Context: an optimization exercise on an open-source flow, tuned for small area. The choices shown serve that exercise and are no tape-out recipe.
RTL that was checked went through simulation tests only; none was proved equivalent to the original.
Only the layout flow was run in run 3; the RTL was not checked for function there.
No activity file was given, so power comes from the tool's default toggle rates.

==> flow/design.v <==
module FIR_MAC (
    input  [7:0] v0, v1, v2, v3, v4, y0, y1, y2, y3, y4, z0, z1, z2, z3,
    output [18:0] sum
);
    wire s1, c2;
    FIR_FA u3 (.a(~v1[0]), .b(z1[0]), .c(z2[0]), .s(s1), .co(c2));
    wire s4 = z3[0] ^ ~s1;
    wire c5 = z3[0] & ~s1;
    wire s6, c7;
    FIR_FA u8 (.a(v0[0]), .b(v1[1]), .c(v1[0]), .s(s6), .co(c7));
    wire s9, c10;
    FIR_FA u11 (.a(v2[0]), .b(v4[0]), .c(y1[0]), .s(s9), .co(c10));
    wire s12, c13;
    FIR_FA u14 (.a(y0[0]), .b(y4[0]), .c(z3[1]), .s(s12), .co(c13));
    wire s15, c16;
    FIR_FA u17 (.a(z1[1]), .b(z2[1]), .c(c2), .s(s15), .co(c16));
    wire s18, c19;
    FIR_FA u20 (.a(z3[0]), .b(s6), .c(s12), .s(s18), .co(c19));
    wire s21, c22;
    FIR_FA u23 (.a(s9), .b(~c5), .c(s15), .s(s21), .co(c22));
    wire s24 = s18 ^ ~s21;
    wire c25 = s18 & ~s21;
    wire s26, c27;
    FIR_FA u28 (.a(v0[1]), .b(v1[2]), .c(v1[1]), .s(s26), .co(c27));
    wire s29, c30;
    FIR_FA u31 (.a(v2[1]), .b(v3[0]), .c(v4[1]), .s(s29), .co(c30));
    wire s32, c33;
    FIR_FA u34 (.a(y1[1]), .b(y3[0]), .c(z1[2]), .s(s32), .co(c33));
    wire s35, c36;
    FIR_FA u37 (.a(y0[1]), .b(y4[1]), .c(z3[2]), .s(s35), .co(c36));
    wire s38, c39;
    FIR_FA u40 (.a(z3[1]), .b(c7), .c(c13), .s(s38), .co(c39));
    wire s41, c42;
    FIR_FA u43 (.a(z2[2]), .b(c10), .c(s29), .s(s41), .co(c42));
    wire s44, c45;
    FIR_FA u46 (.a(s26), .b(s35), .c(c19), .s(s44), .co(c45));
    wire s47, c48;
    FIR_FA u49 (.a(s32), .b(c16), .c(s41), .s(s47), .co(c48));
    wire s50, c51;
    FIR_FA u52 (.a(s38), .b(s44), .c(c25), .s(s50), .co(c51));
    wire s53, c54;
    FIR_FA u55 (.a(c22), .b(s47), .c(~s50), .s(s53), .co(c54));
    wire s56, c57;
    FIR_FA u58 (.a(v0[2]), .b(v1[3]), .c(v1[2]), .s(s56), .co(c57));
    wire s59, c60;
    FIR_FA u61 (.a(v2[2]), .b(v3[1]), .c(v4[2]), .s(s59), .co(c60));
    wire s62, c63;
    FIR_FA u64 (.a(v2[0]), .b(y0[2]), .c(y0[0]), .s(s62), .co(c63));
    wire s65, c66;
    FIR_FA u67 (.a(v4[0]), .b(y1[2]), .c(y3[1]), .s(s65), .co(c66));
    wire s68, c69;
    FIR_FA u70 (.a(y4[2]), .b(z3[3]), .c(z3[2]), .s(s68), .co(c69));
    wire s71, c72;
    FIR_FA u73 (.a(z1[3]), .b(z2[3]), .c(z2[0]), .s(s71), .co(c72));
    wire s74, c75;
    FIR_FA u76 (.a(z3[0]), .b(c27), .c(c36), .s(s74), .co(c75));
    wire s77, c78;
    FIR_FA u79 (.a(c30), .b(c33), .c(s59), .s(s77), .co(c78));
    wire s80, c81;
    FIR_FA u82 (.a(s56), .b(s62), .c(s68), .s(s80), .co(c81));
    wire s83, c84;
    FIR_FA u85 (.a(s65), .b(s71), .c(c42), .s(s83), .co(c84));
    wire s86, c87;
    FIR_FA u88 (.a(c39), .b(s74), .c(s80), .s(s86), .co(c87));
    wire s89, c90;
    FIR_FA u91 (.a(s77), .b(c48), .c(s83), .s(s89), .co(c90));
    wire s92, c93;
    FIR_FA u94 (.a(c45), .b(s86), .c(c51), .s(s92), .co(c93));
    wire s95, c96;
    FIR_FA u97 (.a(s89), .b(~s92), .c(c54), .s(s95), .co(c96));
    wire s98, c99;
    FIR_FA u100 (.a(v0[3]), .b(v1[4]), .c(v1[3]), .s(s98), .co(c99));
    wire s101, c102;
    FIR_FA u103 (.a(v2[3]), .b(v3[2]), .c(v4[3]), .s(s101), .co(c102));
    wire s104, c105;
    FIR_FA u106 (.a(v2[1]), .b(y0[3]), .c(y0[1]), .s(s104), .co(c105));
    wire s107, c108;
    FIR_FA u109 (.a(v4[1]), .b(y1[3]), .c(y3[2]), .s(s107), .co(c108));
    wire s110, c111;
    FIR_FA u112 (.a(y1[0]), .b(y4[3]), .c(z0[0]), .s(s110), .co(c111));
    wire s113, c114;
    FIR_FA u115 (.a(z1[4]), .b(z2[4]), .c(z2[1]), .s(s113), .co(c114));
    wire s116, c117;
    FIR_FA u118 (.a(z3[4]), .b(z3[3]), .c(z3[1]), .s(s116), .co(c117));
    wire s119, c120;
    FIR_FA u121 (.a(c57), .b(c63), .c(c69), .s(s119), .co(c120));
    wire s122, c123;
    FIR_FA u124 (.a(c60), .b(c66), .c(c72), .s(s122), .co(c123));
    wire s125, c126;
    FIR_FA u127 (.a(s98), .b(s104), .c(s110), .s(s125), .co(c126));
    wire s128, c129;
    FIR_FA u130 (.a(s101), .b(s107), .c(s113), .s(s128), .co(c129));
    wire s131, c132;
    FIR_FA u133 (.a(s116), .b(c75), .c(c81), .s(s131), .co(c132));
    wire s134, c135;
    FIR_FA u136 (.a(c78), .b(s122), .c(s128), .s(s134), .co(c135));
    wire s137, c138;
    FIR_FA u139 (.a(s119), .b(s125), .c(c87), .s(s137), .co(c138));
    wire s140, c141;
    FIR_FA u142 (.a(c84), .b(s134), .c(c90), .s(s140), .co(c141));
    wire s143, c144;
    FIR_FA u145 (.a(s131), .b(s137), .c(c93), .s(s143), .co(c144));
    wire s146, c147;
    FIR_FA u148 (.a(s140), .b(~s143), .c(c96), .s(s146), .co(c147));
    wire s149, c150;
    FIR_FA u151 (.a(v0[4]), .b(v1[5]), .c(v1[4]), .s(s149), .co(c150));
    wire s152, c153;
    FIR_FA u154 (.a(v2[4]), .b(v2[0]), .c(v3[3]), .s(s152), .co(c153));
    wire s155, c156;
    FIR_FA u157 (.a(v2[2]), .b(v3[0]), .c(y0[4]), .s(s155), .co(c156));
    wire s158, c159;
    FIR_FA u160 (.a(v4[4]), .b(v4[2]), .c(y1[4]), .s(s158), .co(c159));
    wire s161, c162;
    FIR_FA u163 (.a(y0[2]), .b(y1[1]), .c(y4[4]), .s(s161), .co(c162));
    wire s164, c165;
    FIR_FA u166 (.a(y3[3]), .b(z1[5]), .c(z2[5]), .s(s164), .co(c165));
    wire s167, c168;
    FIR_FA u169 (.a(z0[1]), .b(z1[0]), .c(z3[5]), .s(s167), .co(c168));
    wire s170, c171;
    FIR_FA u172 (.a(z3[4]), .b(z3[2]), .c(z3[0]), .s(s170), .co(c171));
    wire s173, c174;
    FIR_FA u175 (.a(z2[2]), .b(c102), .c(c108), .s(s173), .co(c174));
    wire s176, c177;
    FIR_FA u178 (.a(c99), .b(c105), .c(c111), .s(s176), .co(c177));
    wire s179, c180;
    FIR_FA u181 (.a(c114), .b(s152), .c(s158), .s(s179), .co(c180));
    wire s182, c183;
    FIR_FA u184 (.a(c117), .b(s149), .c(s155), .s(s182), .co(c183));
    wire s185, c186;
    FIR_FA u187 (.a(s161), .b(s167), .c(s170), .s(s185), .co(c186));
    wire s188, c189;
    FIR_FA u190 (.a(s164), .b(c123), .c(c129), .s(s188), .co(c189));
    wire s191, c192;
    FIR_FA u193 (.a(c120), .b(c126), .c(s176), .s(s191), .co(c192));
    wire s194, c195;
    FIR_FA u196 (.a(s182), .b(s185), .c(c132), .s(s194), .co(c195));
    wire s197, c198;
    FIR_FA u199 (.a(s173), .b(s179), .c(c135), .s(s197), .co(c198));
    wire s200, c201;
    FIR_FA u202 (.a(s191), .b(c138), .c(s194), .s(s200), .co(c201));
    wire s203, c204;
    FIR_FA u205 (.a(s188), .b(s197), .c(c141), .s(s203), .co(c204));
    wire s206, c207;
    FIR_FA u208 (.a(s200), .b(~s203), .c(c144), .s(s206), .co(c207));
    wire s209 = ~c147 ^ s206;
    wire c210 = ~c147 & s206;
    wire s211 = ~(v0[5] ^ v1[6]);
    wire c212 = v0[5] | v1[6];
    wire s213, c214;
    FIR_FA u215 (.a(v1[5]), .b(v2[3]), .c(v3[1]), .s(s213), .co(c214));
    wire s216, c217;
    FIR_FA u218 (.a(v2[5]), .b(v2[1]), .c(v3[4]), .s(s216), .co(c217));
    wire s219, c220;
    FIR_FA u221 (.a(v4[5]), .b(v4[3]), .c(y1[5]), .s(s219), .co(c220));
    wire s222, c223;
    FIR_FA u224 (.a(v4[0]), .b(y0[5]), .c(y0[3]), .s(s222), .co(c223));
    wire s225, c226;
    FIR_FA u227 (.a(y1[2]), .b(y1[0]), .c(y3[0]), .s(s225), .co(c226));
    wire s228, c229;
    FIR_FA u230 (.a(y4[5]), .b(z0[2]), .c(z1[1]), .s(s228), .co(c229));
    wire s231, c232;
    FIR_FA u233 (.a(y3[4]), .b(z1[6]), .c(z2[6]), .s(s231), .co(c232));
    wire s234, c235;
    FIR_FA u236 (.a(z1[0]), .b(z3[6]), .c(z3[5]), .s(s234), .co(c235));
    wire s237, c238;
    FIR_FA u239 (.a(z3[3]), .b(z3[1]), .c(s211), .s(s237), .co(c238));
    wire s240, c241;
    FIR_FA u242 (.a(z2[3]), .b(c153), .c(c159), .s(s240), .co(c241));
    wire s243, c244;
    FIR_FA u245 (.a(c150), .b(c156), .c(c162), .s(s243), .co(c244));
    wire s246, c247;
    FIR_FA u248 (.a(c165), .b(s216), .c(s219), .s(s246), .co(c247));
    wire s249, c250;
    FIR_FA u251 (.a(c168), .b(c171), .c(s213), .s(s249), .co(c250));
    wire s252, c253;
    FIR_FA u254 (.a(s222), .b(s225), .c(s228), .s(s252), .co(c253));
    wire s255, c256;
    FIR_FA u257 (.a(s234), .b(s237), .c(c177), .s(s255), .co(c256));
    wire s258, c259;
    FIR_FA u260 (.a(s231), .b(c174), .c(c180), .s(s258), .co(c259));
    wire s261, c262;
    FIR_FA u263 (.a(c183), .b(c186), .c(s243), .s(s261), .co(c262));
    wire s264, c265;
    FIR_FA u266 (.a(s240), .b(s246), .c(c189), .s(s264), .co(c265));
    wire s267, c268;
    FIR_FA u269 (.a(s249), .b(s252), .c(c192), .s(s267), .co(c268));
    wire s270, c271;
    FIR_FA u272 (.a(s255), .b(s261), .c(c195), .s(s270), .co(c271));
    wire s273, c274;
    FIR_FA u275 (.a(s258), .b(c198), .c(s264), .s(s273), .co(c274));
    wire s276, c277;
    FIR_FA u278 (.a(s267), .b(c201), .c(s270), .s(s276), .co(c277));
    wire s279, c280;
    FIR_FA u281 (.a(s273), .b(c204), .c(~s276), .s(s279), .co(c280));
    wire s282, c283;
    FIR_FA u284 (.a(~s279), .b(c207), .c(c210), .s(s282), .co(c283));
    wire s285, c286;
    FIR_FA u287 (.a(v0[6]), .b(v1[7]), .c(v1[6]), .s(s285), .co(c286));
    wire s288, c289;
    FIR_FA u290 (.a(v1[0]), .b(v2[4]), .c(v2[0]), .s(s288), .co(c289));
    wire s291, c292;
    FIR_FA u293 (.a(v2[6]), .b(v2[2]), .c(v3[5]), .s(s291), .co(c292));
    wire s294, c295;
    FIR_FA u296 (.a(v3[2]), .b(v4[1]), .c(y0[6]), .s(s294), .co(c295));
    wire s297, c298;
    FIR_FA u299 (.a(v4[6]), .b(v4[4]), .c(y1[6]), .s(s297), .co(c298));
    wire s300, c301;
    FIR_FA u302 (.a(y0[4]), .b(y1[3]), .c(y1[1]), .s(s300), .co(c301));
    wire s303, c304;
    FIR_FA u305 (.a(y2[0]), .b(y3[1]), .c(y4[6]), .s(s303), .co(c304));
    wire s306, c307;
    FIR_FA u308 (.a(y3[5]), .b(z1[7]), .c(z2[7]), .s(s306), .co(c307));
    wire s309, c310;
    FIR_FA u311 (.a(z0[3]), .b(z1[2]), .c(z1[1]), .s(s309), .co(c310));
    wire s312, c313;
    FIR_FA u314 (.a(z2[0]), .b(z3[7]), .c(z3[6]), .s(s312), .co(c313));
    wire s315, c316;
    FIR_FA u317 (.a(z3[4]), .b(z3[2]), .c(c212), .s(s315), .co(c316));
    wire s318, c319;
    FIR_FA u320 (.a(z2[4]), .b(c217), .c(c220), .s(s318), .co(c319));
    wire s321, c322;
    FIR_FA u323 (.a(c214), .b(c223), .c(c226), .s(s321), .co(c322));
    wire s324, c325;
    FIR_FA u326 (.a(c229), .b(c235), .c(s285), .s(s324), .co(c325));
    wire s327, c328;
    FIR_FA u329 (.a(c232), .b(s291), .c(s297), .s(s327), .co(c328));
    wire s330, c331;
    FIR_FA u332 (.a(s288), .b(s294), .c(s300), .s(s330), .co(c331));
    wire s333, c334;
    FIR_FA u335 (.a(s303), .b(s309), .c(s312), .s(s333), .co(c334));
    wire s336, c337;
    FIR_FA u338 (.a(s315), .b(c238), .c(c244), .s(s336), .co(c337));
    wire s339, c340;
    FIR_FA u341 (.a(s306), .b(c241), .c(c247), .s(s339), .co(c340));
    wire s342, c343;
    FIR_FA u344 (.a(c250), .b(c253), .c(s321), .s(s342), .co(c343));
    wire s345, c346;
    FIR_FA u347 (.a(s324), .b(s330), .c(s333), .s(s345), .co(c346));
    wire s348, c349;
    FIR_FA u350 (.a(s318), .b(s327), .c(c259), .s(s348), .co(c349));
    wire s351, c352;
    FIR_FA u353 (.a(c256), .b(c262), .c(s336), .s(s351), .co(c352));
    wire s354, c355;
    FIR_FA u356 (.a(s342), .b(s345), .c(c268), .s(s354), .co(c355));
    wire s357, c358;
    FIR_FA u359 (.a(s339), .b(c265), .c(s348), .s(s357), .co(c358));
    wire s360, c361;
    FIR_FA u362 (.a(s351), .b(c271), .c(s354), .s(s360), .co(c361));
    wire s363, c364;
    FIR_FA u365 (.a(c274), .b(s357), .c(~c277), .s(s363), .co(c364));
    wire s366, c367;
    FIR_FA u368 (.a(~s360), .b(s363), .c(c280), .s(s366), .co(c367));
    wire s369 = c283 ^ ~s366;
    wire c370 = c283 & ~s366;
    wire s371, c372;
    FIR_FA u373 (.a(v0[7]), .b(v1[7]), .c(v1[1]), .s(s371), .co(c372));
    wire s374, c375;
    FIR_FA u376 (.a(v2[7]), .b(v2[3]), .c(v3[6]), .s(s374), .co(c375));
    wire s377, c378;
    FIR_FA u379 (.a(v2[5]), .b(v2[1]), .c(v2[0]), .s(s377), .co(c378));
    wire s380, c381;
    FIR_FA u382 (.a(v3[3]), .b(v3[0]), .c(v4[2]), .s(s380), .co(c381));
    wire s383, c384;
    FIR_FA u385 (.a(v4[7]), .b(v4[5]), .c(y1[7]), .s(s383), .co(c384));
    wire s386, c387;
    FIR_FA u388 (.a(y0[7]), .b(y0[5]), .c(y1[4]), .s(s386), .co(c387));
    wire s389, c390;
    FIR_FA u391 (.a(y1[2]), .b(y2[1]), .c(y3[2]), .s(s389), .co(c390));
    wire s392, c393;
    FIR_FA u394 (.a(y4[7]), .b(z0[4]), .c(z1[3]), .s(s392), .co(c393));
    wire s395, c396;
    FIR_FA u397 (.a(z1[2]), .b(z2[1]), .c(z3[7]), .s(s395), .co(c396));
    wire s398, c399;
    FIR_FA u400 (.a(z3[5]), .b(z3[3]), .c(c286), .s(s398), .co(c399));
    wire s401, c402;
    FIR_FA u403 (.a(y3[6]), .b(z2[5]), .c(c292), .s(s401), .co(c402));
    wire s404, c405;
    FIR_FA u406 (.a(c289), .b(c295), .c(c301), .s(s404), .co(c405));
    wire s407, c408;
    FIR_FA u409 (.a(c304), .b(c310), .c(c313), .s(s407), .co(c408));
    wire s410, c411;
    FIR_FA u412 (.a(c298), .b(c307), .c(s374), .s(s410), .co(c411));
    wire s413, c414;
    FIR_FA u415 (.a(s371), .b(s377), .c(s380), .s(s413), .co(c414));
    wire s416, c417;
    FIR_FA u418 (.a(s386), .b(s389), .c(s392), .s(s416), .co(c417));
    wire s419, c420;
    FIR_FA u421 (.a(s395), .b(c316), .c(c322), .s(s419), .co(c420));
    wire s422, c423;
    FIR_FA u424 (.a(s383), .b(c319), .c(c328), .s(s422), .co(c423));
    wire s425, c426;
    FIR_FA u427 (.a(c325), .b(c331), .c(c334), .s(s425), .co(c426));
    wire s428, c429;
    FIR_FA u430 (.a(s398), .b(s404), .c(s407), .s(s428), .co(c429));
    wire s431, c432;
    FIR_FA u433 (.a(s413), .b(s416), .c(c337), .s(s431), .co(c432));
    wire s434, c435;
    FIR_FA u436 (.a(s401), .b(s410), .c(c340), .s(s434), .co(c435));
    wire s437, c438;
    FIR_FA u439 (.a(c343), .b(s419), .c(c346), .s(s437), .co(c438));
    wire s440, c441;
    FIR_FA u442 (.a(s425), .b(s428), .c(c352), .s(s440), .co(c441));
    wire s443, c444;
    FIR_FA u445 (.a(s422), .b(c349), .c(s434), .s(s443), .co(c444));
    wire s446, c447;
    FIR_FA u448 (.a(s431), .b(s437), .c(c355), .s(s446), .co(c447));
    wire s449, c450;
    FIR_FA u451 (.a(s440), .b(c361), .c(s446), .s(s449), .co(c450));
    wire s452, c453;
    FIR_FA u454 (.a(c358), .b(s443), .c(c364), .s(s452), .co(c453));
    wire s455, c456;
    FIR_FA u457 (.a(~s449), .b(s452), .c(c367), .s(s455), .co(c456));
    wire s458 = c370 ^ ~s455;
    wire c459 = c370 & ~s455;
    wire s460, c461;
    FIR_FA u462 (.a(v1[2]), .b(v2[6]), .c(v2[2]), .s(s460), .co(c461));
    wire s463, c464;
    FIR_FA u465 (.a(v2[4]), .b(v3[7]), .c(v4[6]), .s(s463), .co(c464));
    wire s466, c467;
    FIR_FA u468 (.a(v2[1]), .b(v3[4]), .c(v3[1]), .s(s466), .co(c467));
    wire s469, c470;
    FIR_FA u471 (.a(v4[3]), .b(y0[6]), .c(y1[5]), .s(s469), .co(c470));
    wire s472, c473;
    FIR_FA u474 (.a(y1[3]), .b(y2[2]), .c(y3[3]), .s(s472), .co(c473));
    wire s475, c476;
    FIR_FA u477 (.a(z0[5]), .b(z1[4]), .c(z1[3]), .s(s475), .co(c476));
    wire s478, c479;
    FIR_FA u480 (.a(z2[2]), .b(z3[6]), .c(z3[4]), .s(s478), .co(c479));
    wire s481, c482;
    FIR_FA u483 (.a(y3[7]), .b(z2[6]), .c(c375), .s(s481), .co(c482));
    wire s484, c485;
    FIR_FA u486 (.a(c372), .b(c378), .c(c381), .s(s484), .co(c485));
    wire s487, c488;
    FIR_FA u489 (.a(c387), .b(c390), .c(c393), .s(s487), .co(c488));
    wire s490, c491;
    FIR_FA u492 (.a(c396), .b(s460), .c(s466), .s(s490), .co(c491));
    wire s493, c494;
    FIR_FA u495 (.a(s469), .b(s472), .c(s475), .s(s493), .co(c494));
    wire s496, c497;
    FIR_FA u498 (.a(c384), .b(s463), .c(c402), .s(s496), .co(c497));
    wire s499, c500;
    FIR_FA u501 (.a(s478), .b(c399), .c(c405), .s(s499), .co(c500));
    wire s502, c503;
    FIR_FA u504 (.a(c408), .b(c414), .c(c417), .s(s502), .co(c503));
    wire s505, c506;
    FIR_FA u507 (.a(s484), .b(s487), .c(s490), .s(s505), .co(c506));
    wire s508, c509;
    FIR_FA u510 (.a(c411), .b(s481), .c(c423), .s(s508), .co(c509));
    wire s511, c512;
    FIR_FA u513 (.a(s493), .b(c420), .c(c426), .s(s511), .co(c512));
    wire s514, c515;
    FIR_FA u516 (.a(c429), .b(s499), .c(s502), .s(s514), .co(c515));
    wire s517, c518;
    FIR_FA u519 (.a(s496), .b(c435), .c(s508), .s(s517), .co(c518));
    wire s520, c521;
    FIR_FA u522 (.a(s505), .b(c432), .c(c438), .s(s520), .co(c521));
    wire s523, c524;
    FIR_FA u525 (.a(s511), .b(s514), .c(c441), .s(s523), .co(c524));
    wire s526, c527;
    FIR_FA u528 (.a(s520), .b(c447), .c(s523), .s(s526), .co(c527));
    wire s529, c530;
    FIR_FA u531 (.a(c444), .b(s517), .c(c453), .s(s529), .co(c530));
    wire s532, c533;
    FIR_FA u534 (.a(c450), .b(s526), .c(~s529), .s(s532), .co(c533));
    wire s535, c536;
    FIR_FA u537 (.a(~c456), .b(s532), .c(c459), .s(s535), .co(c536));
    wire s538, c539;
    FIR_FA u540 (.a(v1[3]), .b(v2[7]), .c(v2[3]), .s(s538), .co(c539));
    wire s541, c542;
    FIR_FA u543 (.a(v2[2]), .b(v3[5]), .c(v3[2]), .s(s541), .co(c542));
    wire s544, c545;
    FIR_FA u546 (.a(v4[4]), .b(y0[7]), .c(y1[6]), .s(s544), .co(c545));
    wire s547, c548;
    FIR_FA u549 (.a(y1[4]), .b(y2[3]), .c(y3[4]), .s(s547), .co(c548));
    wire s550, c551;
    FIR_FA u552 (.a(v2[5]), .b(v4[7]), .c(z2[7]), .s(s550), .co(c551));
    wire s553, c554;
    FIR_FA u555 (.a(z0[6]), .b(z1[5]), .c(z1[4]), .s(s553), .co(c554));
    wire s556, c557;
    FIR_FA u558 (.a(z2[3]), .b(z3[7]), .c(z3[5]), .s(s556), .co(c557));
    wire s559, c560;
    FIR_FA u561 (.a(c461), .b(c467), .c(c470), .s(s559), .co(c560));
    wire s562, c563;
    FIR_FA u564 (.a(c473), .b(c476), .c(c479), .s(s562), .co(c563));
    wire s565, c566;
    FIR_FA u567 (.a(s538), .b(s541), .c(s544), .s(s565), .co(c566));
    wire s568, c569;
    FIR_FA u570 (.a(s547), .b(s553), .c(s556), .s(s568), .co(c569));
    wire s571, c572;
    FIR_FA u573 (.a(c464), .b(s550), .c(c482), .s(s571), .co(c572));
    wire s574, c575;
    FIR_FA u576 (.a(c485), .b(c488), .c(c491), .s(s574), .co(c575));
    wire s577, c578;
    FIR_FA u579 (.a(c494), .b(s559), .c(s562), .s(s577), .co(c578));
    wire s580, c581;
    FIR_FA u582 (.a(s565), .b(s568), .c(c500), .s(s580), .co(c581));
    wire s583, c584;
    FIR_FA u585 (.a(c503), .b(c506), .c(s574), .s(s583), .co(c584));
    wire s586, c587;
    FIR_FA u588 (.a(c497), .b(s571), .c(c509), .s(s586), .co(c587));
    wire s589, c590;
    FIR_FA u591 (.a(s577), .b(c512), .c(s580), .s(s589), .co(c590));
    wire s592, c593;
    FIR_FA u594 (.a(c515), .b(s583), .c(c521), .s(s592), .co(c593));
    wire s595, c596;
    FIR_FA u597 (.a(s589), .b(c524), .c(s592), .s(s595), .co(c596));
    wire s598, c599;
    FIR_FA u600 (.a(c518), .b(s586), .c(~c527), .s(s598), .co(c599));
    wire s601, c602;
    FIR_FA u603 (.a(~s595), .b(s598), .c(c530), .s(s601), .co(c602));
    wire s604, c605;
    FIR_FA u606 (.a(c533), .b(~s601), .c(c536), .s(s604), .co(c605));
    wire s607, c608;
    FIR_FA u609 (.a(v1[4]), .b(v2[4]), .c(v2[3]), .s(s607), .co(c608));
    wire s610, c611;
    FIR_FA u612 (.a(v3[6]), .b(v3[3]), .c(v4[5]), .s(s610), .co(c611));
    wire s613, c614;
    FIR_FA u615 (.a(y1[7]), .b(y1[5]), .c(y2[4]), .s(s613), .co(c614));
    wire s616, c617;
    FIR_FA u618 (.a(y3[5]), .b(z0[7]), .c(z1[6]), .s(s616), .co(c617));
    wire s619, c620;
    FIR_FA u621 (.a(z1[5]), .b(z2[4]), .c(z3[6]), .s(s619), .co(c620));
    wire s622, c623;
    FIR_FA u624 (.a(c539), .b(c542), .c(c545), .s(s622), .co(c623));
    wire s625, c626;
    FIR_FA u627 (.a(c548), .b(c554), .c(c557), .s(s625), .co(c626));
    wire s628, c629;
    FIR_FA u630 (.a(s607), .b(s610), .c(s613), .s(s628), .co(c629));
    wire s631, c632;
    FIR_FA u633 (.a(s616), .b(s619), .c(c560), .s(s631), .co(c632));
    wire s634, c635;
    FIR_FA u636 (.a(c563), .b(c566), .c(c569), .s(s634), .co(c635));
    wire s637, c638;
    FIR_FA u639 (.a(s622), .b(s625), .c(s628), .s(s637), .co(c638));
    wire s640, c641;
    FIR_FA u642 (.a(v2[6]), .b(c551), .c(c572), .s(s640), .co(c641));
    wire s643, c644;
    FIR_FA u645 (.a(c575), .b(c578), .c(s631), .s(s643), .co(c644));
    wire s646, c647;
    FIR_FA u648 (.a(s634), .b(s637), .c(c581), .s(s646), .co(c647));
    wire s649, c650;
    FIR_FA u651 (.a(c584), .b(s643), .c(c590), .s(s649), .co(c650));
    wire s652, c653;
    FIR_FA u654 (.a(s646), .b(c593), .c(s649), .s(s652), .co(c653));
    wire s655, c656;
    FIR_FA u657 (.a(s640), .b(c587), .c(c599), .s(s655), .co(c656));
    wire s658, c659;
    FIR_FA u660 (.a(c596), .b(s652), .c(~s655), .s(s658), .co(c659));
    wire s661, c662;
    FIR_FA u663 (.a(~c602), .b(s658), .c(c605), .s(s661), .co(c662));
    wire s664, c665;
    FIR_FA u666 (.a(v1[5]), .b(v2[5]), .c(v2[4]), .s(s664), .co(c665));
    wire s667, c668;
    FIR_FA u669 (.a(v3[7]), .b(v3[4]), .c(v4[6]), .s(s667), .co(c668));
    wire s670, c671;
    FIR_FA u672 (.a(y1[6]), .b(y2[5]), .c(y3[6]), .s(s670), .co(c671));
    wire s673, c674;
    FIR_FA u675 (.a(z1[7]), .b(z1[6]), .c(z2[5]), .s(s673), .co(c674));
    wire s676, c677;
    FIR_FA u678 (.a(z3[7]), .b(c608), .c(c611), .s(s676), .co(c677));
    wire s679, c680;
    FIR_FA u681 (.a(c614), .b(c617), .c(c620), .s(s679), .co(c680));
    wire s682, c683;
    FIR_FA u684 (.a(s664), .b(s667), .c(s670), .s(s682), .co(c683));
    wire s685, c686;
    FIR_FA u687 (.a(s673), .b(c623), .c(c626), .s(s685), .co(c686));
    wire s688, c689;
    FIR_FA u690 (.a(c629), .b(s676), .c(s679), .s(s688), .co(c689));
    wire s691, c692;
    FIR_FA u693 (.a(s682), .b(c632), .c(c635), .s(s691), .co(c692));
    wire s694, c695;
    FIR_FA u696 (.a(s685), .b(c638), .c(s688), .s(s694), .co(c695));
    wire s697, c698;
    FIR_FA u699 (.a(c644), .b(s691), .c(s694), .s(s697), .co(c698));
    wire s700, c701;
    FIR_FA u702 (.a(c647), .b(s697), .c(c650), .s(s700), .co(c701));
    wire s703, c704;
    FIR_FA u705 (.a(v2[7]), .b(c641), .c(~s700), .s(s703), .co(c704));
    wire s706, c707;
    FIR_FA u708 (.a(~c653), .b(s703), .c(c656), .s(s706), .co(c707));
    wire s709, c710;
    FIR_FA u711 (.a(c659), .b(~s706), .c(c662), .s(s709), .co(c710));
    wire s712, c713;
    FIR_FA u714 (.a(v1[6]), .b(v2[6]), .c(v2[5]), .s(s712), .co(c713));
    wire s715, c716;
    FIR_FA u717 (.a(v3[5]), .b(v4[7]), .c(y1[7]), .s(s715), .co(c716));
    wire s718, c719;
    FIR_FA u720 (.a(y2[6]), .b(y3[7]), .c(z1[7]), .s(s718), .co(c719));
    wire s721, c722;
    FIR_FA u723 (.a(z2[6]), .b(c665), .c(c668), .s(s721), .co(c722));
    wire s724, c725;
    FIR_FA u726 (.a(c671), .b(c674), .c(s712), .s(s724), .co(c725));
    wire s727, c728;
    FIR_FA u729 (.a(s715), .b(s718), .c(c677), .s(s727), .co(c728));
    wire s730, c731;
    FIR_FA u732 (.a(c680), .b(c683), .c(s721), .s(s730), .co(c731));
    wire s733, c734;
    FIR_FA u735 (.a(s724), .b(c686), .c(c689), .s(s733), .co(c734));
    wire s736, c737;
    FIR_FA u738 (.a(s727), .b(s730), .c(c692), .s(s736), .co(c737));
    wire s739, c740;
    FIR_FA u741 (.a(c695), .b(s733), .c(s736), .s(s739), .co(c740));
    wire s742, c743;
    FIR_FA u744 (.a(c698), .b(s739), .c(c701), .s(s742), .co(c743));
    wire s745, c746;
    FIR_FA u747 (.a(~s742), .b(c704), .c(c707), .s(s745), .co(c746));
    wire s748 = c710 ^ ~s745;
    wire c749 = c710 & ~s745;
    wire s750 = ~(v1[7] ^ v2[7]);
    wire c751 = v1[7] | v2[7];
    wire s752, c753;
    FIR_FA u754 (.a(v2[6]), .b(v3[6]), .c(y2[7]), .s(s752), .co(c753));
    wire s755, c756;
    FIR_FA u757 (.a(z2[7]), .b(s750), .c(c713), .s(s755), .co(c756));
    wire s758, c759;
    FIR_FA u760 (.a(c716), .b(c719), .c(s752), .s(s758), .co(c759));
    wire s761, c762;
    FIR_FA u763 (.a(c722), .b(c725), .c(s755), .s(s761), .co(c762));
    wire s764, c765;
    FIR_FA u766 (.a(s758), .b(c728), .c(c731), .s(s764), .co(c765));
    wire s767, c768;
    FIR_FA u769 (.a(s761), .b(c734), .c(s764), .s(s767), .co(c768));
    wire s770, c771;
    FIR_FA u772 (.a(c737), .b(s767), .c(c740), .s(s770), .co(c771));
    wire s773, c774;
    FIR_FA u775 (.a(s770), .b(c743), .c(~c746), .s(s773), .co(c774));
    wire s776 = c749 ^ s773;
    wire c777 = c749 & s773;
    wire s778 = ~(v2[7] ^ v3[7]);
    wire c779 = v2[7] | v3[7];
    wire s780, c781;
    FIR_FA u782 (.a(c751), .b(s778), .c(c753), .s(s780), .co(c781));
    wire s783, c784;
    FIR_FA u785 (.a(c756), .b(c759), .c(s780), .s(s783), .co(c784));
    wire s786, c787;
    FIR_FA u788 (.a(c762), .b(s783), .c(c765), .s(s786), .co(c787));
    wire s789, c790;
    FIR_FA u791 (.a(c768), .b(s786), .c(c771), .s(s789), .co(c790));
    wire s792, c793;
    FIR_FA u794 (.a(s789), .b(c774), .c(c777), .s(s792), .co(c793));
    wire s795 = ~(c779 ^ c781);
    wire c796 = c779 | c781;
    wire s797, c798;
    FIR_FA u799 (.a(s795), .b(c784), .c(c787), .s(s797), .co(c798));
    wire s800, c801;
    FIR_FA u802 (.a(s797), .b(c790), .c(c793), .s(s800), .co(c801));
    wire s803 = ~(c796 ^ c798);
    wire c804 = c796 | c798;
    wire s805 = c801 ^ s803;
    wire c806 = c801 & s803;
    wire s807 = ~(c804 ^ c806);
    wire c808 = c804 | c806;
    assign sum = {s807, s805, s800, s792, s776, s748, s709, s661, s604, s535, s458, s369, s282, s209, ~s146, ~s95, ~s53, s24, s4};
endmodule
module FIR_FA (input a, input b, input c, output s, output co);
    assign s  = a ^ b ^ c;
    assign co = (a & b) | (c & (a ^ b));
endmodule
module pulse_oximeter (
    input             CLK,
    input             rst_n,
    input             Find_Setting,
    input      [7:0]  V_ADC,
    output reg [6:0]  DC_Comp,
    output reg [3:0]  PGA_Gain,
    output reg        LED_IR,
    output reg        LED_RED,
    output reg [19:0] Out_IR,
    output reg [19:0] Out_RED
);
    wire       clk = CLK;
    wire [7:0] Vppg = V_ADC;
    reg        clk_filter;
    wire       en = !clk_filter;
    localparam S1 = 4'b0000, S9 = 4'b0001, S2 = 4'b0010, S3 = 4'b0011,
               S4 = 4'b0100, S8 = 4'b0101,
               S5 = 4'b1000, S11 = 4'b1001, S6 = 4'b1010, S7 = 4'b1011,
               S10 = 4'b1101;
    reg [3:0] State;
    reg [8:0] cnt;
    reg       l;
    reg [6:0] Oth_DC;
    reg [3:0] Oth_Gain;
    wire ir_on = State[3];
    wire [2:0] step = State[2:0];
    wire st_delay = (step == 3'b000);
    wire st_dc    = (step == 3'b001);
    wire st_gain  = (step == 3'b010);
    wire st_clip  = (step == 3'b011);
    wire st_sw    = (step == 3'b100);
    wire run      = (step == 3'b101);
    wire half     = ir_on;
    wire clip = ir_on ? ((Vppg < 8'd21) | (Vppg > 8'd250))
                      : ((Vppg < 8'd4)  | (Vppg > 8'd250));
    wire low  = Vppg < 8'd150;
    wire [2:0] q  = cnt[2:0];
    wire       c4 = (cnt[2:0] == 3'd4);
    wire active   = l | ir_on | (step != 3'b000);
    wire clip_end = st_clip & clip;             
    wire toggle   = run & c4;                   
    wire swap     = (clip_end & ir_on) | toggle;
    wire cap_red  = (clip_end & ir_on) | (toggle & ir_on);
    wire cap_ir   = toggle & ~ir_on;
    always @(*) begin
        LED_IR  = ir_on;
        LED_RED = ~ir_on & ((step != 3'b000) | (cnt[1:0] != 2'd0));
    end
    always @(posedge clk) begin
        if (!rst_n) clk_filter <= 1'b0;
        else        clk_filter <= !clk_filter;
    end
    always @(posedge clk) begin
        if (clip_end | toggle) begin
            Oth_DC   <= DC_Comp;
            Oth_Gain <= PGA_Gain;
        end
    end
    always @(posedge clk) begin
        if (!rst_n) begin
            State    <= S1;
            l        <= 1'b0;
            cnt      <= 9'd0;
            DC_Comp  <= 7'd0;
            PGA_Gain <= 4'd0;
        end else begin
            if (Find_Setting) l <= 1'b1;
            if (active) begin
                if (swap) begin
                    DC_Comp  <= Oth_DC;
                    PGA_Gain <= Oth_Gain;
                end
                case (step)
                3'b000: begin
                    PGA_Gain <= 4'd0;
                    if (cnt[1:0] == 2'd2) State <= {ir_on, 3'b001};
                    else cnt <= cnt + 9'd1;
                end
                3'b001: begin
                    DC_Comp <= DC_Comp + 7'd1;
                    if (low) State <= {ir_on, 3'b010};
                end
                3'b010: begin
                    PGA_Gain <= PGA_Gain + 4'd1;
                    cnt      <= 9'd0;
                    State    <= {ir_on, 3'b011};
                end
                3'b011: begin
                    if (clip) begin
                        cnt   <= 9'd0;
                        State <= ir_on ? S8 : S4;
                    end else if (cnt == 9'd475) State <= {ir_on, 3'b010};
                    else cnt <= cnt + 9'd1;
                end
                3'b100: begin
                    DC_Comp <= 7'd0;
                    State   <= S5;
                end
                default: begin  
                    if (c4) begin
                        cnt   <= 9'd0;
                        State <= {~ir_on, 3'b101};
                    end else cnt <= cnt + 9'd1;
                end
                endcase
            end
        end
    end
    reg [7:0] R0, R1, R2, R3, R4, R5;
    reg [7:0] I0, I1, I2, I3, I4, I5;
    wire shift_red = cap_red | !run;
    wire shift_ir  = cap_ir  | !run;
    always @(posedge clk) begin
        if (shift_red) begin
            R0 <= cap_red ? Vppg : 8'd0;
            R1 <= R0; R2 <= R1; R3 <= R2; R4 <= R3; R5 <= R4;
        end
    end
    always @(posedge clk) begin
        if (shift_ir) begin
            I0 <= cap_ir ? Vppg : 8'd0;
            I1 <= I0; I2 <= I1; I3 <= I2; I4 <= I3; I5 <= I4;
        end
    end
    wire ch_red = run & ~(q[0] ^ half);
    wire ch_ir  = run &  (q[0] ^ half);
    wire rev    = q[0];
    wire red_rev = ch_red & rev, red_fwd = ch_red & ~rev;
    wire ir_rev = ch_ir & rev,  ir_fwd = ch_ir & ~rev;
    wire [7:0] v0 = ({8{red_fwd}} & R0) | ({8{red_rev}} & R4) | ({8{ir_fwd}} & I0) | ({8{ir_rev}} & I4);
    wire [7:0] v1 = ({8{red_fwd}} & R1) | ({8{red_rev}} & R3) | ({8{ir_fwd}} & I1) | ({8{ir_rev}} & I3);
    wire [7:0] v2 = ({8{ch_red}} & R2) | ({8{ch_ir}} & I2);
    wire [7:0] v3 = ({8{red_fwd}} & R3) | ({8{red_rev}} & R1) | ({8{ir_fwd}} & I3) | ({8{ir_rev}} & I1);
    wire [7:0] v4 = ({8{red_fwd}} & R4) | ({8{red_rev}} & R0) | ({8{ir_fwd}} & I4) | ({8{ir_rev}} & I0);
    wire [7:0] v5 = ({8{ch_red}} & R5) | ({8{ch_ir}} & I5);
    wire sel1 = (q == 3'd0);                               
    wire sel2 = (q == 3'd0) | (q == 3'd2) | (q == 3'd3);   
    wire [7:0] y0 = sel1 ? v1 : v0;
    wire [7:0] y1 = sel1 ? v2 : v1;
    wire [7:0] y2 = sel1 ? v3 : v2;
    wire [7:0] y3 = sel1 ? v4 : v3;
    wire [7:0] y4 = sel1 ? v5 : v4;
    wire [7:0] z0 = sel2 ? v1 : v0;
    wire [7:0] z1 = sel2 ? v2 : v1;
    wire [7:0] z2 = sel2 ? v3 : v2;
    wire [7:0] z3 = sel2 ? v4 : v3;
    wire [18:0] mac;
    FIR_MAC u_mac (
        .v0(v0), .v1(v1), .v2(v2), .v3(v3), .v4(v4),
        .y0(y0), .y1(y1), .y2(y2), .y3(y3), .y4(y4),
        .z0(z0), .z1(z1), .z2(z2), .z3(z3),
        .sum(mac)
    );
    reg [18:0] A;
    always @(posedge clk) A <= mac;
    always @(posedge clk) begin
        if (!rst_n) begin
            Out_IR  <= 0;
            Out_RED <= 0;
        end else if (en) begin
            Out_RED <= (ch_red | !run) ? mac : A;
            Out_IR  <= ch_red ? A : mac;
        end
    end
endmodule
==> flow/flow/run.sh <==
#!/bin/bash
# The standard layout (standard.sh), with the port buffers made from the
# smallest buffer cell.
set -e
export BUFFER_PORTS_ARGS="-buffer_cell sky130_fd_sc_hd__buf_1"
bash standard.sh > standard.log 2>&1
==> flow/standard.sh <==
#!/bin/bash
# synth_recipe.tcl (not shown) runs the flow's synth.tcl, then flattens the netlist and writes it again
# the make line also repeats each setting of config.mk as NAME=value (left out here)
make -C /OpenROAD-flow-scripts/flow DESIGN_CONFIG=/design/flow/config.mk WORK_HOME=/design/flow/orfs CLKGATE_MAP_FILE= SYNTH_SCRIPT=/design/flow/synth_recipe.tcl "${@:-finish}"
==> flow/config.mk <==
export PLATFORM = sky130hd
export DESIGN_NAME = pulse_oximeter
export DESIGN_NICKNAME = pulse_oximeter
export VERILOG_FILES = /design/flow/design.v
export SDC_FILE = /design/flow/constraint.sdc
export NUM_CORES = 4
export LEC_CHECK = 0
export CAP_MARGIN = 20
export CORE_MARGIN = 2
export CORE_UTILIZATION = 65
export SLEW_MARGIN = 20
export SYNTH_HIERARCHICAL = 1
==> flow/constraint.sdc <==
create_clock -name core_clock -period 15.0 [get_ports {CLK}]
set_input_delay 3.0000 -clock core_clock [delete_from_list [all_inputs] [get_ports {CLK}]]
set_output_delay 3.0000 -clock core_clock [all_outputs]
set_load 0.01 [all_outputs]
==> results of run 1 <==
==> flip-flops by register name, indices dropped and copies added (netlist names) <==
register    cells
State           4
R2              8
Oth_Gain        4
A              19
R0              8
I1              8
I5              8
Oth_DC          7
R4              8
I4              8
R3              8
Out_RED        19
R1              8
Out_IR         19
I0              8
cnt             9
PGA_Gain        4
I3              8
l               1
R5              8
DC_Comp         7
I2              8
clk_filter      1
==> path summary, 6_finish.rpt <==
check             depth (start not counted)          end  slack, ns
setup / recovery                         29  Out_RED[18]       4.20
hold / removal                            0        R3[4]       0.45
setup reg to reg                         29  Out_RED[18]       4.20
hold reg to reg                           0        R3[4]       0.45
==> per-module statistics from Yosys, one instance, submodules excluded <==
module,cells,times used,flip-flops and latches
FIR_FA,1,260,0
FIR_MAC,76,1,0
pulse_oximeter,812,1,190
==> through the flow <==
stage	setup WS (ns)	std cells
4_1_cts	4.11	1470
3_3_place_gp	4.37	1438
5_1_grt	3.58	1470
2_1_floorplan	4.91	1149
3_5_place_dp	4.18	1438
6_report	4.20	1470
==> cells in the mapped netlist (2+ instances only) <==
cell,instances
nand4_1,8
o21a_1,2
xnor2_1,2
a32o_1,3
dfxtp_1,83
edfxtp_1,107
fa_1,260
buf_4,22
nor3_1,5
a22o_1,10
buf_2,17
inv_1,77
mux2_2,38
nand3_1,8
nor4_1,2
buf_1,8
or3_1,3
xor2_1,10
a211o_1,2
clkbuf_1,25
nand2b_1,5
mux4_2,32
mux2i_1,50
a22oi_1,11
and3_1,3
a31oi_1,5
nor2b_1,6
ha_1,19
o21ai_0,52
nor2_1,89
o21ai_1,3
a21oi_1,35
nand2_1,91
and2_1,29
==> worst reg2reg max path, delay by kind of cell (launching register included) <==
kind / cells / cell delay [ns]
XOR/XNOR: 1 / 0.18
flip-flops: 1 / 0.60
multiplexers: 2 / 0.40
buffers and inverters: 2 / 0.40
adder cells (fa/ha/maj): 18 / 7.04
AO/OA/AOI/OAI: 2 / 0.98
AND/OR/NAND/NOR: 4 / 1.08
==> metal layers <==
metal,up-vias,global-route usage,wire length (µm)
li1,3928,-,-
met1,4564,0.415,13700
met2,355,0.496,16700
met3,50,0.0622,2370
met4,0,0.0944,930
met5,-,0,0
==> logic make-up (layout without fill, tap and decap cells) <==
kind of cell / Yosys count / in the layout
DFF: 190 / 190
xor gates and xnor gates: 12 / 12
adders and majority gates: 279 / 279
other: 1 / 2
buffers and inverters: 150 / 186
AOI/OAI and AO/OA: 138 / 138
and+or+nand+nor: 258 / 258
muxes: 120 / 120
==> final cells by class <==
cell class	count	area (µm²)
Tap cell	285	357
Multi-Input combinational cell	809	9260
Clock buffer	18	450
Sequential cell	190	4880
Clock inverter	14	175
Inverter	77	289
Fill cell	1620	6740
Timing Repair Buffer	77	349
==> power groups by stage <==
stage	clock network, mW	registers, mW	logic [mW]
final	0.472	0.712	2.32
after global routing	0.498	0.722	2.67
after CTS	0.482	0.713	2.39
after detailed placement	0	0.724	2.35
after global placement	0	0.722	2.30
after floorplan	0	0.728	2.18
==> impl_metrics.env, run 1 <==
export IMPL_final_common_cell="fa_1"
export IMPL_cp_end_kind="flop"
export IMPL_place_detailed_hpwl_um=26300
export IMPL_finClkSkew_ns=0.0214
export IMPL_drive_above_1_share=0.111
export IMPL_grt_overflow_total=0
export IMPL_synthDistinctLibCells=60
export IMPL_ys_seq_area_frac=0.330
export IMPL_design_area_um2=15800
export IMPL_synthTopCellsByArea="fa_1, edfxtp_1, dfxtp_1"
export IMPL_async_flop_share=0
export IMPL_utilization=0.700
export IMPL_synth_top_area_cell="fa_1"
export IMPL_synth_xor_area_frac=0.00712
export IMPL_status="complete, no violations"
export IMPL_track_usage=0.303
export IMPL_path_max_fanout=36
export IMPL_synth_area_mux_share=0.112
export IMPL_start_util=0.656
export IMPL_clkPwrFrac=0.135
export IMPL_clkSinkCount=190
export IMPL_cts_max_level=4
export IMPL_syn_inst=1148
export IMPL_wire_per_inst_um=22.9
export IMPL_rsz0062_at_grt="false"
export IMPL_layout_common_cells="fa_1, edfxtp_1, nand2_1"
export IMPL_drc=0
export IMPL_ir_drop_mv=0.200
export IMPL_period_needed_ns=10.80
export IMPL_required_ns=15.30
export IMPL_synth_fa_ha_area_frac=0.369
export IMPL_postSynthAreaPerCell_um2=12.9
export IMPL_synth_top_family_by_area="adder cells"
export IMPL_cts_buffers=17
export IMPL_cts_resized=0
export IMPL_worst_pin_slew_ns=1.04
export IMPL_setup_tns_ns=0
export IMPL_p_comb_frac=0.662
export IMPL_cpMaxStageDelayCell="and2_1"
export IMPL_pin_count=64
export IMPL_power_density_nw_per_um2=222
export IMPL_netlist_area_leader_share=0.352
export IMPL_synth_compound_area_share=0.0584
export IMPL_hold_ws_ns=0.453
export IMPL_slew_headroom=0.299
export IMPL_grt_max_degree=81
export IMPL_grt_pass1_vias=9321
export IMPL_crit_type="flop to flop"
export IMPL_min_delay_start="R2[4]"
export IMPL_finalSetupViolations=0
export IMPL_cts_path_max_buffers=2
export IMPL_dieArea_um2=23900
export IMPL_drv_cap=0
export IMPL_core_um2=22500
export IMPL_cp_num_buf_inv=2
export IMPL_p_switching_mw=1.42
export IMPL_maxClockFrequency_ghz=0.0926
export IMPL_yosysWarnings=7
export IMPL_worst_path_largest_cell_delay_ns=0.68
export IMPL_power_mw=3.50
export IMPL_cpMostUsedCell="fa_1"
export IMPL_ys_ff_latch=190
export IMPL_die_x_um=155
export IMPL_synth_simple_area_share=0.0787
export IMPL_drt_initial_drc_count=730
export IMPL_place_area_um2=15100
export IMPL_diodes=0
export IMPL_clkTransAtPathRegs_ns=0.08
export IMPL_ant_nets=0
export IMPL_critical_path_top_delay_family="adder cells"
export IMPL_r2r_start="State[0]"
export IMPL_p_int_mw=2.09
export IMPL_hold_class="flop to flop"
export IMPL_rows=55
export IMPL_cp_arrival_ns=11.10
export IMPL_area_growth_pct=6.71
export IMPL_p_sw_frac=0.404
export IMPL_cts_tree="yes"
export IMPL_io_buffers=61
export IMPL_routabilityCongestion=0.997
export IMPL_period_share=0.720
export IMPL_startpoint_type="flop"
export IMPL_fin_nets=1462
export IMPL_viasPerCell=6.05
export IMPL_dieHeight_um=155
export IMPL_grt_pass1_wl_um=53600
export IMPL_hold_viol=0
export IMPL_first_pass_iters=5
export IMPL_p_leak_nw=7.18
export IMPL_antenna_found_initial=0
export IMPL_holdBufCountCts=0
export IMPL_drt_wl_total_um=33700
export IMPL_final_max_slew_viol_count=0
export IMPL_num_vias=8897
export IMPL_pwr_share_seq=0.203
export IMPL_synth_enable_flop_cells=107
export IMPL_cts_root_buf="clkbuf_16"
export IMPL_netlist_area_um2=14800
export IMPL_cts_setup_buffers=0
export IMPL_synth_flop_cell="edfxtp_1"
export IMPL_clk_insertion_delay_late_ns=0.44
export IMPL_crit_start="State[0]"
==> run 2: changes to the inputs <==
==> flow/flow/run.sh (replaced) <==
#!/bin/bash
# The standard layout (standard.sh), with two changes: the port buffers are
# made from the smallest buffer cell, and the clock tree may use clkbuf_8 as
# well as clkbuf_16, in smaller sink clusters, without dummy loads.
set -e
export BUFFER_PORTS_ARGS="-buffer_cell sky130_fd_sc_hd__buf_1"
export CTS_ARGS='-sink_clustering_enable -repair_clock_nets -root_buf sky130_fd_sc_hd__clkbuf_16 -buf_list {sky130_fd_sc_hd__clkbuf_8 sky130_fd_sc_hd__clkbuf_16} -sink_clustering_size 10 -sink_clustering_max_diameter 40 -dont_use_dummy_load'
bash standard.sh > standard.log 2>&1
==> run 2 against run 1 <==
Against the previous run:
- clock skew up 0.013 ns
- synthesized area unchanged
- global-route usage fell by 0.18 points
- synthesized cell count is the same
- cell count shrank 1.0%
- clock power down 21%
- final area shrank 1.3%
- combinational power barely moved
- first-iteration DRC count down 8.9%
==> impl_metrics.env, run 2 <==
export IMPL_status="complete, no violations"
export IMPL_worst_pin_slew_ns=1.05
export IMPL_num_vias=8853
export IMPL_grt_max_degree=81
export IMPL_drt_initial_drc_count=665
export IMPL_routabilityCongestion=0.997
export IMPL_syn_inst=1148
export IMPL_whs_path_depth=0
export IMPL_antenna_found_initial=0
export IMPL_synth_common_cells="fa_1, edfxtp_1, nand2_1"
export IMPL_wire_per_inst_um=23.2
export IMPL_die_x_um=155
export IMPL_place_area_um2=15100
export IMPL_largest_registers="A (19), Out_IR (19), Out_RED (19)"
export IMPL_setup_tns_ns=0
export IMPL_hold_viol=0
export IMPL_grt_overflow_total=0
export IMPL_drt_wl_total_um=33700
export IMPL_ant_nets=0
export IMPL_synth_top_family_by_area="adder cells"
export IMPL_path_max_fanout=36
export IMPL_cpMaxStageDelayCell="and2_1"
export IMPL_drv_cap=0
export IMPL_drc=0
export IMPL_postSynthAreaPerCell_um2=12.9
export IMPL_startpoint_type="flop"
export IMPL_layout_common_cells="fa_1, edfxtp_1, nand2_1"
export IMPL_maxClockFrequency_ghz=0.0928
export IMPL_ys_ff_latch=190
export IMPL_final_common_cell="fa_1"
export IMPL_track_usage=0.301
export IMPL_synth_xor_area_frac=0.00712
export IMPL_synth_flop_cell="edfxtp_1"
export IMPL_dp_cells=1438
export IMPL_grt_pass1_wl_um=53300
export IMPL_core_um2=22500
export IMPL_area_growth_pct=5.35
export IMPL_cts_root_buf="clkbuf_16"
export IMPL_worst_r2r_path_depth=34
export IMPL_diodes=0
export IMPL_setup_ws_ns=4.22
export IMPL_period_share=0.719
export IMPL_multiInputGateArea_um2=9260
export IMPL_io_buffers=61
export IMPL_drive_above_1_share=0.0991
export IMPL_clkSinkCount=190
export IMPL_crit_type="flop to flop"
export IMPL_period_needed_ns=10.78
export IMPL_synth_compound_area_share=0.0584
export IMPL_first_pass_iters=5
export IMPL_synthDistinctLibCells=60
export IMPL_clkTransAtPathRegs_ns=0.07
export IMPL_synth_top_area_cell="fa_1"
export IMPL_ir_drop_mv=0.197
export IMPL_cpMostUsedCell="fa_1"
export IMPL_synthTopCellsByArea="fa_1, edfxtp_1, dfxtp_1"
export IMPL_clk_insertion_delay_late_ns=0.44
export IMPL_netlist_area_leader_share=0.352
export IMPL_yosysWarnings=7
export IMPL_finalSetupViolations=0
export IMPL_netlist_area_um2=14800
export IMPL_cts_setup_buffers=0
export IMPL_required_ns=15.29
export IMPL_synth_area_mux_share=0.112
export IMPL_power_mw=3.40
export IMPL_ys_seq_area_frac=0.330
export IMPL_dieHeight_um=155
export IMPL_synth_enable_flop_cells=107
export IMPL_async_flop_share=0
export IMPL_design_area_um2=15600
export IMPL_cts_tree="yes"
export IMPL_dieArea_um2=23900
export IMPL_power_density_nw_per_um2=219
export IMPL_cts_path_max_buffers=2
export IMPL_cts_buffers=17
export IMPL_cp_end_kind="flop"
export IMPL_fin_nets=1462
export IMPL_hold_class="flop to flop"
export IMPL_start_util=0.656
export IMPL_grt_pass1_vias=9331
export IMPL_fillers=1643
export IMPL_place_detailed_hpwl_um=26300
export IMPL_rows=55
export IMPL_cp_arrival_ns=11.07
export IMPL_synth_fa_ha_area_frac=0.369
export IMPL_rsz0062_at_grt="false"
export IMPL_finalNonFillerCells=1455
export IMPL_pin_count=64
export IMPL_dp_slack_ns=4.18
export IMPL_p_leak_nw=7.08
export IMPL_cts_max_level=4
export IMPL_worst_path_largest_cell_delay_ns=0.68
export IMPL_synth_most_common_cell="fa_1"
export IMPL_viasPerCell=6.08
export IMPL_holdBufCountCts=0
export IMPL_min_delay_start="R2[4]"
export IMPL_slew_headroom=0.291
export IMPL_r2r_start="State[0]"
export IMPL_crit_start="State[0]"
export IMPL_cts_resized=0
export IMPL_synth_simple_area_share=0.0787
export IMPL_final_max_slew_viol_count=0
export IMPL_register_area_um2=4880
export IMPL_finClkSkew_ns=0.0342
==> run 2: cell counts after synthesis <==
Identical to the previous run, type by type.
==> run 2: per-layer routing <==
| metal | wire length, µm | global-route usage | vias to the layer above | share of wire |
|---|---|---|---|---|
| met3 | 2240 | 0.0594 | 49 | 0.066 |
| met2 | 16700 | 0.496 | 343 | 0.50 |
| li1 | - | - | 3908 | - |
| met5 | 0 | 0 | - | 0 |
| met4 | 952 | 0.0939 | 0 | 0.028 |
| met1 | 13800 | 0.412 | 4553 | 0.41 |
==> run 2: kinds of logic after synthesis <==
family,Yosys count
multiplexers,120
AO/OA/AOI/OAI,138
buffers and inverters,150
AND/OR/NAND/NOR,258
XOR/XNOR,12
adder cells (fa/ha/maj),279
other,1
flip-flops,190
==> run 2: path summary, 6_finish.rpt <==
kind	endpoint	slack (ns)
min reg2reg	R3[4]	0.44
max reg2reg	Out_RED[18]	4.22
max	Out_RED[18]	4.22
min	R3[4]	0.44
==> run 2: critical path: cells and delay by family (launching register included) <==
kind	cells	cell delay (ns)
adder cells (fa/ha/maj)	21	6.84
AND/OR/NAND/NOR	4	1.04
AO/OA/AOI/OAI	2	1.04
flip-flops	1	0.59
buffers and inverters	4	0.52
multiplexers	2	0.40
XOR/XNOR	1	0.19
==> run 2: where the power goes <==
part | leakage, nW | switching [mW] | internal (mW)
logic | 4.90 | 1.13 | 1.18
registers | 1.98 | 0.0449 | 0.668
clock network | 0.209 | 0.174 | 0.197
==> run 2: per-module statistics from Yosys (local to each module, per instance) <==
module          area [µm²]  copies in the design  flip-flops and latches
pulse_oximeter        9100                     1                     190
FIR_FA                20.0                   260                       0
FIR_MAC                464                     1                       0
==> run 2: per-stage QoR <==
stage	util	hold slack (ns)
after floorplan	-	0.427
after global placement	0.672	0.431
after detailed placement	0.672	0.445
after global routing	0.691	0.457
final	0.691	0.439
after CTS	0.691	0.439
==> run 2: layout make-up <==
cell class	count	share of cell area
Sequential cell	190	0.314
Timing Repair Buffer	77	0.0224
Multi-Input combinational cell	809	0.595
Clock buffer	17	0.0273
Inverter	77	0.0186
Tap cell	285	0.0229
==> run 3: changes to the inputs <==
--- a/flow/design.v
+++ b/flow/design.v
@@ -574,3 +574,4 @@
     wire       en = !clk_filter;
-    localparam S1 = 4'b0000, S9 = 4'b0001, S2 = 4'b0010, S3 = 4'b0011,
+    localparam S0 = 4'b0110,
+               S1 = 4'b0000, S9 = 4'b0001, S2 = 4'b0010, S3 = 4'b0011,
                S4 = 4'b0100, S8 = 4'b0101,
@@ -580,3 +581,2 @@
     reg [8:0] cnt;
-    reg       l;
     reg [6:0] Oth_DC;
@@ -585,9 +585,4 @@
     wire [2:0] step = State[2:0];
-    wire st_delay = (step == 3'b000);
-    wire st_dc    = (step == 3'b001);
-    wire st_gain  = (step == 3'b010);
-    wire st_clip  = (step == 3'b011);
-    wire st_sw    = (step == 3'b100);
-    wire run      = (step == 3'b101);
-    wire half     = ir_on;
+    wire run  = (step == 3'b101);
+    wire half = ir_on;
     wire clip = ir_on ? ((Vppg < 8'd21) | (Vppg > 8'd250))
@@ -595,6 +590,10 @@
     wire low  = Vppg < 8'd150;
-    wire [2:0] q  = cnt[2:0];
-    wire       c4 = (cnt[2:0] == 3'd4);
-    wire active   = l | ir_on | (step != 3'b000);
-    wire clip_end = st_clip & clip;             
+    wire [8:0] cnt_next = {cnt[7:0], ~(cnt[8] ^ cnt[4])};
+    wire c2   = cnt[1];                      
+    wire c4   = cnt[3];                      
+    wire c475 = (cnt == 9'b110100001);
+    wire q0   = ~cnt[0];                     
+    wire qodd = (cnt[0] & ~cnt[1]) | (cnt[2] & ~cnt[3]);    
+    wire q023 = ~cnt[0] | (cnt[1] & ~cnt[3]);               
+    wire clip_end = (step == 3'b011) & clip;    
     wire toggle   = run & c4;                   
@@ -605,3 +604,3 @@
         LED_IR  = ir_on;
-        LED_RED = ~ir_on & ((step != 3'b000) | (cnt[1:0] != 2'd0));
+        LED_RED = ~ir_on & (step != 3'b110) & ((step != 3'b000) | cnt[0]);
     end
@@ -619,4 +618,3 @@
         if (!rst_n) begin
-            State    <= S1;
-            l        <= 1'b0;
+            State    <= S0;
             cnt      <= 9'd0;
@@ -625,42 +623,42 @@
         end else begin
-            if (Find_Setting) l <= 1'b1;
-            if (active) begin
-                if (swap) begin
-                    DC_Comp  <= Oth_DC;
-                    PGA_Gain <= Oth_Gain;
-                end
-                case (step)
-                3'b000: begin
-                    PGA_Gain <= 4'd0;
-                    if (cnt[1:0] == 2'd2) State <= {ir_on, 3'b001};
-                    else cnt <= cnt + 9'd1;
-                end
-                3'b001: begin
-                    DC_Comp <= DC_Comp + 7'd1;
-                    if (low) State <= {ir_on, 3'b010};
-                end
-                3'b010: begin
-                    PGA_Gain <= PGA_Gain + 4'd1;
-                    cnt      <= 9'd0;
-                    State    <= {ir_on, 3'b011};
-                end
-                3'b011: begin
-                    if (clip) begin
-                        cnt   <= 9'd0;
-                        State <= ir_on ? S8 : S4;
-                    end else if (cnt == 9'd475) State <= {ir_on, 3'b010};
-                    else cnt <= cnt + 9'd1;
-                end
-                3'b100: begin
-                    DC_Comp <= 7'd0;
-                    State   <= S5;
-                end
-                default: begin  
-                    if (c4) begin
-                        cnt   <= 9'd0;
-                        State <= {~ir_on, 3'b101};
-                    end else cnt <= cnt + 9'd1;
-                end
-                endcase
+            if (swap) begin
+                DC_Comp  <= Oth_DC;
+                PGA_Gain <= Oth_Gain;
             end
+            case (step)
+            3'b110: begin
+                if (Find_Setting) State <= S1;
+            end
+            3'b000: begin
+                PGA_Gain <= 4'd0;
+                if (c2) State <= {ir_on, 3'b001};
+                else cnt <= cnt_next;
+            end
+            3'b001: begin
+                DC_Comp <= DC_Comp + 7'd1;
+                if (low) State <= {ir_on, 3'b010};
+            end
+            3'b010: begin
+                PGA_Gain <= PGA_Gain + 4'd1;
+                cnt      <= 9'd0;
+                State    <= {ir_on, 3'b011};
+            end
+            3'b011: begin
+                if (clip) begin
+                    cnt   <= 9'd0;
+                    State <= ir_on ? S8 : S4;
+                end else if (c475) State <= {ir_on, 3'b010};
+                else cnt <= cnt_next;
+            end
+            3'b100: begin
+                DC_Comp <= 7'd0;
+                State   <= S5;
+            end
+            default: begin  
+                if (c4) begin
+                    cnt   <= 9'd0;
+                    State <= {~ir_on, 3'b101};
+                end else cnt <= cnt_next;
+            end
+            endcase
         end
@@ -683,5 +681,5 @@
     end
-    wire ch_red = run & ~(q[0] ^ half);
-    wire ch_ir  = run &  (q[0] ^ half);
-    wire rev    = q[0];
+    wire ch_red = run & ~(qodd ^ half);
+    wire ch_ir  = run &  (qodd ^ half);
+    wire rev    = qodd;
     wire red_rev = ch_red & rev, red_fwd = ch_red & ~rev;
@@ -694,4 +692,4 @@
     wire [7:0] v5 = ({8{ch_red}} & R5) | ({8{ch_ir}} & I5);
-    wire sel1 = (q == 3'd0);                               
-    wire sel2 = (q == 3'd0) | (q == 3'd2) | (q == 3'd3);   
+    wire sel1 = q0;      
+    wire sel2 = q023;    
     wire [7:0] y0 = sel1 ? v1 : v0;
==> run 3 against run 2 <==
Against the previous run:
- clock-buffer cell count did not move
- via count rose by 2.1%
- sequential power rose by 26%
- clock skew barely moved
- flip-flop and latch count fell by 1
- sequential share of layout area rose by 0.34 points
- global-route usage fell by 0.063 points
- critical path type unchanged
- fmax fell by 6.0%
- utilization rose by 0.80 points
- combinational power rose by 2%
- final area fell by 1.6%
==> impl_metrics.env, run 3 <==
export IMPL_yosysWarnings=7
export IMPL_cts_max_level=4
export IMPL_async_flop_share=0
export IMPL_viasPerCell=6.23
export IMPL_fin_nets=1459
export IMPL_final_common_cell="fa_1"
export IMPL_register_area_um2=4860
export IMPL_core_um2=21900
export IMPL_crit_type="flop to flop"
export IMPL_grt_max_degree=101
export IMPL_drc=0
export IMPL_hold_class="flop to flop"
export IMPL_finalSetupViolations=0
export IMPL_wire_per_inst_um=22.9
export IMPL_period_needed_ns=11.47
export IMPL_drt_wl_total_um=33200
export IMPL_cts_buffers=17
export IMPL_whs_path_depth=1
export IMPL_dieHeight_um=154
export IMPL_synthTopCellsByArea="fa_1, edfxtp_1, dfxtp_1"
export IMPL_synth_common_cells="fa_1, edfxtp_1, o21ai_0"
export IMPL_worst_path_largest_cell_delay_ns=0.85
export IMPL_final_max_slew_viol_count=0
export IMPL_track_usage=0.300
export IMPL_syn_inst=1160
export IMPL_clkSinkCount=189
export IMPL_clk_insertion_delay_late_ns=0.45
export IMPL_dieArea_um2=23600
export IMPL_holdBufCountCts=0
export IMPL_area_growth_pct=5.04
export IMPL_antenna_found_initial=0
export IMPL_clkTransAtPathRegs_ns=0.07
export IMPL_cts_setup_buffers=0
export IMPL_ir_drop_mv=0.194
export IMPL_synth_most_common_cell="fa_1"
export IMPL_cts_root_buf="clkbuf_16"
export IMPL_die_x_um=154
export IMPL_cts_resized=0
export IMPL_synth_flop_cell="edfxtp_1"
export IMPL_drive_above_1_share=0.0726
export IMPL_required_ns=15.35
export IMPL_period_share=0.765
export IMPL_grt_overflow_total=0
export IMPL_ys_ff_latch=189
export IMPL_netlist_area_leader_share=0.357
export IMPL_cts_path_max_buffers=2
export IMPL_synth_top_area_cell="fa_1"
export IMPL_startpoint_type="flop"
export IMPL_place_detailed_hpwl_um=25700
export IMPL_cpMostUsedCell="fa_1"
export IMPL_rows=54
export IMPL_worst_r2r_path_depth=29
export IMPL_pin_count=64
export IMPL_diodes=0
export IMPL_layout_common_cells="fa_1, edfxtp_1, o21ai_0"
export IMPL_synth_enable_flop_cells=107
export IMPL_p_leak_nw=6.87
export IMPL_grt_pass1_wl_um=53300
export IMPL_drt_initial_drc_count=877
export IMPL_status="complete, no violations"
export IMPL_netlist_area_um2=14600
export IMPL_start_util=0.666
export IMPL_num_vias=9038
export IMPL_power_density_nw_per_um2=239
export IMPL_rsz0062_at_grt="false"
export IMPL_cts_tree="yes"
export IMPL_postSynthAreaPerCell_um2=12.6
export IMPL_ys_seq_area_frac=0.333
export IMPL_cpMaxStageDelayCell="o21ai_0"
export IMPL_worst_pin_slew_ns=1.13
export IMPL_setup_tns_ns=0
export IMPL_cp_end_kind="flop"
export IMPL_ant_nets=0
export IMPL_largest_registers="A (19), Out_IR (19), Out_RED (19)"
export IMPL_multiInputGateArea_um2=8960
export IMPL_finClkSkew_ns=0.0338
export IMPL_fillers=1629
export IMPL_hold_viol=0
export IMPL_drv_cap=0
export IMPL_first_pass_iters=6
export IMPL_slew_headroom=0.237
export IMPL_hold_ws_ns=0.430
export IMPL_io_buffers=61
export IMPL_synthDistinctLibCells=54
export IMPL_cp_arrival_ns=11.82
export IMPL_path_max_fanout=100
export IMPL_routabilityCongestion=0.994
export IMPL_grt_pass1_vias=9568
export IMPL_maxClockFrequency_ghz=0.0872
-- run 3: cell count changes in the layout (fill, tap and decap cells not counted), sizes merged, moves of 26 or more --
cell	before	now
mux2	38	0
nand2	91	65
o21ai	55	103
nand3	8	60
a21oi	35	91
nor2	90	18
-- run 3: cells by family after synthesis --
group	after synthesis	synth area share
buffers and inverters	182	0.0555
other	1	0.000257
AOI/OAI and AO/OA	258	0.105
muxes	71	0.0762
xor gates and xnor gates	5	0.00300
and+or+nand+nor	179	0.0570
DFF	189	0.333
adders and majority gates	275	0.370
-- run 3: worst paths after layout --
path              startpoint          end  slack (ns)
setup / recovery    State[2]  Out_RED[18]        3.53
hold / removal    clk_filter   clk_filter        0.43
setup reg to reg    State[2]  Out_RED[18]        3.53
hold reg to reg   clk_filter   clk_filter        0.43
-- run 3: modules after synthesis, one instance, submodules excluded --
module          cell area (µm²)  times used  cells inside  flip-flops and latches
FIR_FA                     20.0         260             1                       0
pulse_oximeter             8910           1           824                     189
FIR_MAC                     464           1            76                       0
-- run 3: per-layer routing --
layer,routed length [µm],track usage,share of wire
met1,13500,0.410,0.41
met2,16500,0.502,0.50
met3,2450,0.0645,0.074
met4,740,0.0747,0.022
met5,0,0,0
-- run 3: final cells by class --
cell class / instances / share of cell area
clock buffers: 17 / 0.0278
flip-flops and latches: 189 / 0.317
inverters: 96 / 0.0235
well taps: 280 / 0.0229
multi-input cells: 790 / 0.585
repair buffers: 79 / 0.0237
-- run 3: through the flow --
step	instance area [µm²]	setup WS [ns]	power, mW	instances	util
2_1_floorplan	14600	5.43	3.11	1161	-
4_1_cts	15300	3.55	3.73	1450	0.699
3_3_place_gp	14900	3.74	3.25	1433	0.680
3_5_place_dp	14900	3.59	3.32	1433	0.680
5_1_grt	15300	2.89	4.07	1451	0.699
6_report	15300	3.53	3.65	1451	0.699
-- run 3: report_power, final --
part           total (mW)  switching (mW)  internal, mW
clock network       0.385           0.187         0.198
logic                2.37            1.32          1.05
registers           0.895           0.106         0.789
total                3.65            1.61          2.04
-- run 3: critical path: cells and delay by family (launching register included) --
kind | cells | cell delay (ns)
AOI/OAI and AO/OA | 3 | 1.26
xor gates and xnor gates | 1 | 0.22
adders and majority gates | 18 | 7.11
buffers and inverters | 4 | 1.47
DFF | 1 | 0.72
muxes | 1 | 0.10
and+or+nand+nor | 2 | 0.51

afterwards: timing with drivers on the ports:
In the flow no input, the clock included, has a driving cell. The finished layouts below were timed again as built, in two steps. Step 1: set_driving_cell puts a clkbuf_16 on CLK and a buf_2 on each other input, an assumption about the parent block. Step 2, shift: input delay + t, output delay - t, t = (earliest + latest rising clock arrival at the registers) / 2. This alone moves slack from input paths to output paths. a / b / c = ideal ports / drivers / drivers and shift; a / b = the first two.
run | t (ns) | setup WS [ns] | worst setup path at the end | clock arrival spread, ns | worst slew at a driven data input, ns
run 1 | 0.481 | 4.204 / 4.204 / 4.204 | register to register | 0.022 / 0.023 | 0.03
run 2 | 0.469 | 4.221 / 4.221 / 4.221 | register to register | 0.044 / 0.043 | 0.03
run 3 | 0.483 | 3.532 / 3.532 / 3.532 | register to register | 0.035 / 0.035 | 0.03
After both steps setup and hold are still met in every run listed.
